This design comes from an exercise in tuning for small area on the open sky130 flow, not from production work.
Only simulation tests tie the RTL to the original design; equivalence was not proved.

==> flow/design.v <==
module fa (
	input  logic a,
	input  logic b,
	input  logic c,
	output logic s,
	output logic co
);
	assign s  = a ^ b ^ c;
	assign co = (a & b) | (a & c) | (b & c);
endmodule
module ha (
	input  logic a,
	input  logic b,
	output logic s,
	output logic co
);
	assign s  = a ^ b;
	assign co = a & b;
endmodule
module top_servo(
	input logic clk,
	input logic rst_n,
	input logic [11:0] target_pos,
	input logic [11:0] measured_pos,
	input logic [11:0] measured_current,
	output logic pwm_out,
	output logic [17:0] duty,
	output logic current_high
);
	wire [11:0] gtob_out = target_pos;
	wire [11:0] position_b_out = measured_pos;
	wire [11:0] current_b_out = measured_current;
	logic [16:0] duty_n;
	localparam [11:0] CURRENT_MAX = 12'd2500;
	localparam [19:0] LFSR_X = 20'hc1546;
	localparam logic [31:0] ACC0 = 32'hfff9a502;    
	logic [12:0] x1, x2, x3, x4;
	logic [31:0] acc;
	logic [12:0] xin;
	logic [12:0] cx;
	assign xin[0] = gtob_out[0] ^ position_b_out[0];
	assign cx[1]  = gtob_out[0] | ~position_b_out[0];
	for (genvar i = 1; i < 12; i++) begin : g_xin
		fa u (.a(gtob_out[i]), .b(~position_b_out[i]), .c(cx[i]), .s(xin[i]), .co(cx[i+1]));
	end
	assign xin[12] = ~cx[12];
	wire [12:0] x2u = {~x2[12], x2[11:0]};
	wire [12:0] x3u = {~x3[12], x3[11:0]};
	wire [12:0] x4n = {x4[12], ~x4[11:0]};
	logic [13:0] p;
	logic [13:0] cp;
	ha u_p0 (.a(x3u[0]), .b(x4n[0]), .s(p[0]), .co(cp[1]));
	for (genvar i = 1; i < 13; i++) begin : g_p
		fa u (.a(x3u[i]), .b(x4n[i]), .c(cp[i]), .s(p[i]), .co(cp[i+1]));
	end
	assign p[13] = cp[13];
	logic [15:0] r;
	logic [15:0] cr;
	assign r[1:0] = x2u[1:0];
	ha u_r2 (.a(x2u[2]), .b(x2u[0]), .s(r[2]), .co(cr[3]));
	for (genvar i = 3; i < 13; i++) begin : g_r
		fa u (.a(x2u[i]), .b(x2u[i-2]), .c(cr[i]), .s(r[i]), .co(cr[i+1]));
	end
	ha u_r13 (.a(x2u[11]), .b(cr[13]), .s(r[13]), .co(cr[14]));
	ha u_r14 (.a(x2u[12]), .b(cr[14]), .s(r[14]), .co(cr[15]));
	assign r[15] = cr[15];
	logic [16:0] yu;
	logic [16:0] cy;
	assign yu[0] = p[0];
	ha u_y1 (.a(p[1]), .b(r[0]), .s(yu[1]), .co(cy[2]));
	for (genvar i = 2; i < 14; i++) begin : g_y
		fa u (.a(p[i]), .b(r[i-1]), .c(cy[i]), .s(yu[i]), .co(cy[i+1]));
	end
	ha u_y14 (.a(r[13]), .b(cy[14]), .s(yu[14]), .co(cy[15]));
	ha u_y15 (.a(r[14]), .b(cy[15]), .s(yu[15]), .co(cy[16]));
	assign yu[16] = r[15] ^ cy[16];
	logic [18:0] q;
	logic [18:0] cq;
	assign q[1:0] = yu[1:0];
	ha u_q2 (.a(yu[2]), .b(yu[0]), .s(q[2]), .co(cq[3]));
	for (genvar i = 3; i < 17; i++) begin : g_q
		fa u (.a(yu[i]), .b(yu[i-2]), .c(cq[i]), .s(q[i]), .co(cq[i+1]));
	end
	ha u_q17 (.a(yu[15]), .b(cq[17]), .s(q[17]), .co(cq[18]));
	assign q[18] = yu[16] ^ cq[18];
	logic [19:0] ctl;
	logic [20:0] cc;
	assign ctl[0] = acc[0];
	ha u_c1 (.a(acc[1]), .b(q[0]), .s(ctl[1]), .co(cc[2]));
	for (genvar i = 2; i < 20; i++) begin : g_c
		fa u (.a(acc[i]), .b(q[i-1]), .c(cc[i]), .s(ctl[i]), .co(cc[i+1]));
	end
	wire hi_ones = &acc[30:20];
	wire hi_zero = cc[20] ? (hi_ones & acc[31]) : ~|acc[31:20];
	wire neg     = acc[31] ^ (cc[20] & hi_ones);
	wire mid     = hi_zero & ~|ctl[19:17];      
	wire hi = ~neg & (~mid | (ctl[16:0] > 17'd100000));
	wire lo = neg | (mid & (ctl[16:0] < 17'd50000));
	logic [31:0] acc_sum;
	logic [31:0] ca;
	ha u_a0 (.a(acc[0]), .b(x2[0]), .s(acc_sum[0]), .co(ca[1]));
	for (genvar i = 1; i < 31; i++) begin : g_a
		fa u (.a(acc[i]), .b(x2[i < 13 ? i : 12]), .c(ca[i]), .s(acc_sum[i]), .co(ca[i+1]));
	end
	assign acc_sum[31] = acc[31] ^ x2[12] ^ ca[31];
	wire first = duty_n[16] & duty_n[15];
	always_ff @(posedge clk or negedge rst_n) begin
		if (!rst_n) begin
			x1 <= '0;
			x2 <= '0;
			x3 <= '0;
			x4 <= '0;
			acc <= ACC0;
			duty_n <= '1;
		end else begin
			x1 <= xin;
			x2 <= x1;
			x3 <= x2;
			x4 <= x3;
			acc <= acc_sum;
			if (first || lo)
				duty_n <= ~17'd50000;
			else if (hi)
				duty_n <= ~17'd100000;
			else
				duty_n <= ~ctl[16:0];
		end
	end
	localparam logic [19:0] POL = 20'h55555;    
	logic [19:0] st;
	wire  [19:0] lfsr = st ^ POL;
	wire over = current_b_out > CURRENT_MAX;
	wire low_ones = &lfsr[18:0];
	wire fb = ~(lfsr[19] ^ lfsr[16]) | low_ones;
	wire [19:0] lfsr_next = over ? {lfsr[18:0], fb} : LFSR_X;
	always_ff @(posedge clk or negedge rst_n) begin
		if (!rst_n)
			st <= LFSR_X ^ POL;
		else
			st <= lfsr_next ^ POL;
	end
	assign current_high = low_ones & lfsr[19];
	logic [19:0] counter;
	logic [19:0] inc;
	logic [20:0] c;
	logic [17:0] b;
	assign inc[0] = ~counter[0];
	assign c[1] = counter[0];
	for (genvar i = 1; i < 20; i++) begin : g_inc
		ha u (.a(counter[i]), .b(c[i]), .s(inc[i]), .co(c[i+1]));
	end
	wire wrap = &{counter[19:16], counter[14], counter[9], c[6]};
	localparam logic [19:0] WRAP_INC = 20'd1000000;
	always_ff @(posedge clk or negedge rst_n) begin
		if (!rst_n)
			counter <= '0;
		else
			counter <= inc & ~({20{wrap}} & WRAP_INC);
	end
	wire [16:0] dutyp = ~duty_n;
	assign b[0] = 1'b0;
	for (genvar i = 0; i < 17; i++) begin : g_cmp
		assign b[i+1] = (~counter[i] & dutyp[i]) | (~counter[i] & b[i]) | (dutyp[i] & b[i]);
	end
	assign pwm_out = ~current_high & ~|counter[19:17] & b[17];
	assign duty = {1'b0, ~(duty_n | {17{current_high}})};
endmodule
export LEC_CHECK = 0
export CAP_MARGIN = 20
export CORE_MARGIN = 2
export CORE_UTILIZATION = 70
export SLEW_MARGIN = 20
export SYNTH_HIERARCHICAL = 1
create_clock -name core_clock -period 20.0 [get_ports {clk}]
standard.sh (not shown) runs the stock make flow with config.mk's settings and CLKGATE_MAP_FILE= SYNTH_SCRIPT=/design/flow/synth_recipe.tcl, a recipe that flattens the netlist after the stock synthesis.
==> flow/flow/run.sh <==
#!/bin/bash
# Layout flow: the standard ORFS flow (standard.sh) with these changes:
#  - after the standard synthesis, the combinational glue logic (everything
#    but the flip-flops, full-adder cells and tie cells) is re-mapped by Yosys/ABC
#    with an area-oriented script (flow/remap.ys, flow/remap.abc); registers
#    keep their names and cell types. The ABC script is run with random seeds
#    1..8 and the netlist with the smallest cell area is kept (first seed on
#    a tie), so the result is deterministic.
#  - port buffers are buf_1 cells instead of the default pick
#  - clock tree synthesis uses clkbuf_4 buffers (root and leaves), in
#    clusters of at most 10 sinks, and inserts no dummy balancing loads
# Logs in the work folder: synth.log (standard synthesis), remap_<seed>.log
# (the re-mappings), standard.log (the rest of the flow); each ORFS step also
# keeps its own log under orfs/logs/.
set -euo pipefail
export BUFFER_PORTS_ARGS="-buffer_cell sky130_fd_sc_hd__buf_1"
export CTS_ARGS="-sink_clustering_enable -repair_clock_nets -dont_use_dummy_load -buf_list sky130_fd_sc_hd__clkbuf_4 -root_buf sky130_fd_sc_hd__clkbuf_4 -sink_clustering_size 10"

R=orfs/results/${FLOW_PLATFORM}/top_servo/base
LIB=${FLOW_HOME}/platforms/${FLOW_PLATFORM}/lib/sky130_fd_sc_hd__tt_025C_1v80.lib
YOSYS=$(command -v yosys || true)
[[ -n "$YOSYS" ]] || YOSYS=${FLOW_HOME}/../tools/install/yosys/bin/yosys

bash standard.sh synth > synth.log 2>&1

cp "$R/1_2_yosys.v" "$R/1_2_yosys_standard.v"
mkdir -p remap
best=""
best_area=""
for seed in 1 2 3 4 5 6 7 8; do
  sed -e "s|SEED|$seed|" flow/remap.abc > remap/remap_$seed.abc
  sed -e "s|LIBFILE|$LIB|g" -e "s|INFILE|$R/1_2_yosys_standard.v|" \
      -e "s|OUTFILE|remap/netlist_$seed.v|" -e "s|ABCSCRIPT|$PWD/remap/remap_$seed.abc|" \
      -e "s|remap_check.txt|remap/check_$seed.txt|" -e "s|remap_stat.txt|remap/stat_$seed.txt|" \
      flow/remap.ys > remap/remap_$seed.ys
  if "$YOSYS" -s remap/remap_$seed.ys > remap_$seed.log 2>&1; then
    area=$(awk '/Chip area for module/ {print $NF}' remap/stat_$seed.txt | tail -1)
    if [[ -n "$area" ]] && { [[ -z "$best" ]] || awk -v a="$area" -v b="$best_area" 'BEGIN{exit !(a < b)}'; }; then
      best=$seed
      best_area=$area
    fi
  fi
done
echo "remap: seed $best, area $best_area" > remap_choice.txt
if [[ -n "$best" ]]; then
  cp "remap/netlist_$best.v" "$R/1_2_yosys.v"
  rm -f "$R/1_synth.odb" "$R/1_synth.sdc"
fi

bash standard.sh > standard.log 2>&1
Other scripts of this flow, unchanged in this note and not shown: flow/flow/remap.abc, flow/flow/remap.ys
Next try:
--- a/flow/flow/run.sh
+++ b/flow/flow/run.sh
@@ -8,5 +8,5 @@
 #    a tie), so the result is deterministic.
 #  - port buffers are buf_1 cells instead of the default pick
-#  - clock tree synthesis uses clkbuf_4 buffers (root and leaves), in
+#  - clock tree synthesis uses clkbuf_4 leaves under a clkbuf_8 root, in
 #    clusters of at most 10 sinks, and inserts no dummy balancing loads
 # Logs in the work folder: synth.log (standard synthesis), remap_<seed>.log
@@ -15,5 +15,5 @@
 set -euo pipefail
 export BUFFER_PORTS_ARGS="-buffer_cell sky130_fd_sc_hd__buf_1"
-export CTS_ARGS="-sink_clustering_enable -repair_clock_nets -dont_use_dummy_load -buf_list sky130_fd_sc_hd__clkbuf_4 -root_buf sky130_fd_sc_hd__clkbuf_4 -sink_clustering_size 10"
+export CTS_ARGS="-sink_clustering_enable -repair_clock_nets -dont_use_dummy_load -buf_list sky130_fd_sc_hd__clkbuf_4 -root_buf sky130_fd_sc_hd__clkbuf_8 -sink_clustering_size 10"
 
 R=orfs/results/${FLOW_PLATFORM}/top_servo/base
CORE_UTILIZATION = 60   (was 70)
The changed run finished with timing, DRC and antenna clean.
Routed wire length drops by a few percent.
Worst hold slack gets better by 7.6 ps.
Via count drops by a few percent.
Setup slack gets better by 110 ps.
Die area climbs by about a fifth.
Clock skew drops by 11 ps.
Clock-buffer cell count stays the same.
Final area barely changes.
Non-clock buffer count is unchanged.
Sequential share of layout area barely changes.
Next try:
--- a/flow/flow/run.sh
+++ b/flow/flow/run.sh
@@ -8,5 +8,5 @@
 #    a tie), so the result is deterministic.
 #  - port buffers are buf_1 cells instead of the default pick
-#  - clock tree synthesis uses clkbuf_4 leaves under a clkbuf_8 root, in
+#  - clock tree synthesis uses clkbuf_4 buffers (root and leaves), in
 #    clusters of at most 10 sinks, and inserts no dummy balancing loads
 # Logs in the work folder: synth.log (standard synthesis), remap_<seed>.log
@@ -15,5 +15,5 @@
 set -euo pipefail
 export BUFFER_PORTS_ARGS="-buffer_cell sky130_fd_sc_hd__buf_1"
-export CTS_ARGS="-sink_clustering_enable -repair_clock_nets -dont_use_dummy_load -buf_list sky130_fd_sc_hd__clkbuf_4 -root_buf sky130_fd_sc_hd__clkbuf_8 -sink_clustering_size 10"
+export CTS_ARGS="-sink_clustering_enable -repair_clock_nets -dont_use_dummy_load -buf_list sky130_fd_sc_hd__clkbuf_4 -root_buf sky130_fd_sc_hd__clkbuf_4 -sink_clustering_size 10"
 
 R=orfs/results/${FLOW_PLATFORM}/top_servo/base
What happened: The new run went through all stages and came out clean; cell area hardly moves; die area does not change; cell count is unchanged; count of clock-buffer cells in the layout is unchanged; critical path depth is unchanged; setup slack got worse by 4.6 ps; hold slack hardly moves; flip-flop and latch count is unchanged; fmax hardly moves.

-- what the ideal ports hide --
Ports are ideal in the flow. The routed layouts listed here were re-timed in OpenROAD. Step 1 sets driving cells, clkbuf_16 on the clock port and buf_2 on the other inputs (assumed; they add their load-dependent delay and slew). Step 2 also shifts input and output timing later by t, the mid clock arrival at the registers, as if the neighbouring blocks saw the same clock. Slacks: ideal / step 1 / step 2; pairs: ideal / step 1.
run | t, ns | setup WS [ns] | worst slew at a driven data input, ns
the first run | 0.534 | 7.227 / 7.227 / 7.227 | 0.03
the second run | 0.424 | 7.333 / 7.333 / 7.333 | 0.03
the third run | 0.526 | 7.329 / 7.329 / 7.329 | 0.03
After both steps setup and hold are still met in every run listed.
